From an optimization exercise on the open Yosys and OpenROAD flow, aimed at small area, a short achievable clock period and few clock cycles per item; shortcuts taken in it are not production practice.

v6:
==> flow/design.v <==
module gift128(input  wire clk,
               input  wire [127:0] P,
               input  wire [127:0] K,
               input  wire ld,
               output wire [127:0] C,
               output wire done);
    localparam R = 3;     
    localparam M = 2;     
    reg  [127:0] state;
    reg  [127:0] roundkey;
    reg  [5:0]   rc;        
    reg          done_r;    
    function [127:0] sub_cells(input [127:0] s);
        reg [31:0] s0, s1, s2, s3;
        begin
            {s0, s1, s2, s3} = s;
            s1 = s1 ^ (s0 & s2);
            s0 = s0 ^ (s1 & s3);
            s2 = s2 ^ (s0 | s1);
            s3 = s3 ^ s2;
            s1 = s1 ^ s3;
            s3 = ~s3;
            s2 = s2 ^ (s0 & s1);
            sub_cells = {s3, s1, s2, s0};
        end
    endfunction
    function [127:0] perm_ark(input [127:0] s, input [127:0] w, input [5:0] c);
        reg [31:0] s0, s1, s2, s3, p0, p1, p2, p3;
        integer b;
        begin
            {s0, s1, s2, s3} = s;
            for (b = 0; b < 8; b = b + 1) begin
                p0[b +  0] = s0[4*b+0]; p0[b + 24] = s0[4*b+1]; p0[b + 16] = s0[4*b+2]; p0[b +  8] = s0[4*b+3];
                p1[b +  8] = s1[4*b+0]; p1[b +  0] = s1[4*b+1]; p1[b + 24] = s1[4*b+2]; p1[b + 16] = s1[4*b+3];
                p2[b + 16] = s2[4*b+0]; p2[b +  8] = s2[4*b+1]; p2[b +  0] = s2[4*b+2]; p2[b + 24] = s2[4*b+3];
                p3[b + 24] = s3[4*b+0]; p3[b + 16] = s3[4*b+1]; p3[b +  8] = s3[4*b+2]; p3[b +  0] = s3[4*b+3];
            end
            p2 = p2 ^ w[95:64];
            p1 = p1 ^ w[31:0];
            p3 = p3 ^ {1'b1, 25'h0, c};
            perm_ark = {p0, p1, p2, p3};
        end
    endfunction
    function [127:0] key_update(input [127:0] w);
        begin
            key_update = {w[17:16], w[31:18], w[11:0], w[15:12], w[127:32]};
        end
    endfunction
    function [5:0] rc_update(input [5:0] c);
        begin
            rc_update = {c[4:0], ~(c[5] ^ c[4])};
        end
    endfunction
    wire [127:0] st [0:R];
    wire [127:0] kw [0:R];
    wire [5:0]   cw [0:R];
    wire [127:0] st_in [0:R-1];
    wire [127:0] kw_in [0:R-1];
    wire [5:0]   cw_in [0:R-1];
    assign st[0] = state;
    assign kw[0] = roundkey;
    assign cw[0] = rc;
    genvar j;
    generate
        for (j = 0; j < R; j = j + 1) begin : rnd
            if (j == M) begin : mx
                assign st_in[j] = ld ? P : st[j];
                assign kw_in[j] = ld ? K : kw[j];
                assign cw_in[j] = ld ? 6'h01 : cw[j];
            end else begin : nomx
                assign st_in[j] = st[j];
                assign kw_in[j] = kw[j];
                assign cw_in[j] = cw[j];
            end
            assign st[j+1] = perm_ark(sub_cells(st_in[j]), kw_in[j], cw_in[j]);
            assign kw[j+1] = key_update(kw_in[j]);
            assign cw[j+1] = rc_update(cw_in[j]);
        end
    endgenerate
    wire [5:0] rc_next = cw[R];
    always @(posedge clk) begin
        done_r <= (rc_next == 6'h34);    
        state    <= st[R];
        roundkey <= kw[R];
        rc       <= rc_next;
    end
    assign C    = state;
    assign done = done_r;
endmodule
export LEC_CHECK = 0
export CAP_MARGIN = 20
export CORE_MARGIN = 2
export CORE_UTILIZATION = 40
export SLEW_MARGIN = 20
create_clock -name core_clock -period 10.0 [get_ports {clk}]
standard.sh (not shown) runs the stock make flow with config.mk's settings and CLKGATE_MAP_FILE= SYNTH_SCRIPT=/design/flow/synth_recipe.tcl, a recipe that flattens the netlist after the stock synthesis.
==> flow/flow/run.sh <==
#!/bin/bash
# The standard ORFS layout, with 1x port buffers instead of the default
# (clkdlybuf4s50_1) and, if flow/margin.txt exists, timing repair aimed that
# many ns below the clock period (setup margin). The make output goes to
# flow_std.log here; ORFS's per-step logs are under orfs/logs.
set -euo pipefail
ARGS=("BUFFER_PORTS_ARGS=-buffer_cell sky130_fd_sc_hd__buf_1")
if [[ -f flow/margin.txt ]]; then ARGS+=("SETUP_SLACK_MARGIN=$(cat flow/margin.txt)"); fi
bash standard.sh "${ARGS[@]}" finish > flow_std.log 2>&1
v6 has completed all stages; timing, DRC and antenna checks passed.
Inputs modified between v6 and v7:
--- a/flow/design.v
+++ b/flow/design.v
@@ -5,5 +5,5 @@
                output wire [127:0] C,
                output wire done);
-    localparam R = 3;     
+    localparam R = 2;     
     localparam M = 2;     
     reg  [127:0] state;
@@ -78,9 +78,9 @@
         end
     endgenerate
-    wire [5:0] rc_next = cw[R];
+    wire [5:0] rc_next = ld ? 6'h01 : cw[R];
     always @(posedge clk) begin
         done_r <= (rc_next == 6'h34);    
-        state    <= st[R];
-        roundkey <= kw[R];
+        state    <= ld ? P : st[R];
+        roundkey <= ld ? K : kw[R];
         rc       <= rc_next;
     end
--- outcome ---
- v7 ends up with a number of library cell types mapped by synthesis that is 38% lower than in v6.
- v7: worst reg2reg path depth is 3 lower than what v6 reported.
- On worst setup slack, v6 loses to v7.
- In the flow results for v7 and v6, the clock skew is larger on v6.
- Initial antenna violation count (lower): v6
No run of this note included a check of the RTL's function; only the layout flow was run.

-- re-timing with driven ports --
Ports are ideal in the flow. The routed layouts listed here were re-timed in OpenROAD.
Step 1 (the two cells are an assumption about what drives the block):
set clk [get_ports {clk}]
set_driving_cell -lib_cell sky130_fd_sc_hd__clkbuf_16 $clk
set_driving_cell -lib_cell sky130_fd_sc_hd__buf_2 [delete_from_list [all_inputs] $clk]
Step 2 times the ports against the registers' clock, not the clock port: input delays grow and output delays shrink by t, the midpoint of the rising clock arrivals with the driver on.
a / b / c = ideal / step 1 / step 2; a / b = the first two.
run | shift t [ns] | slack for setup (ns) | hold slack, ns | pins driven straight from the clock port
v6 | 0.597 | 5.214 / 5.247 / 4.650 | 0.506 / 0.506 / 0.506 | 1
v7 | 0.619 | 6.205 / 6.234 / 5.615 | 0.503 / 0.503 / 0.503 | 1
After both steps every run listed still meets setup and hold. The setup slack of v7, which loses most, moves by +0.029 ns with the drivers and by -0.590 ns with both steps.
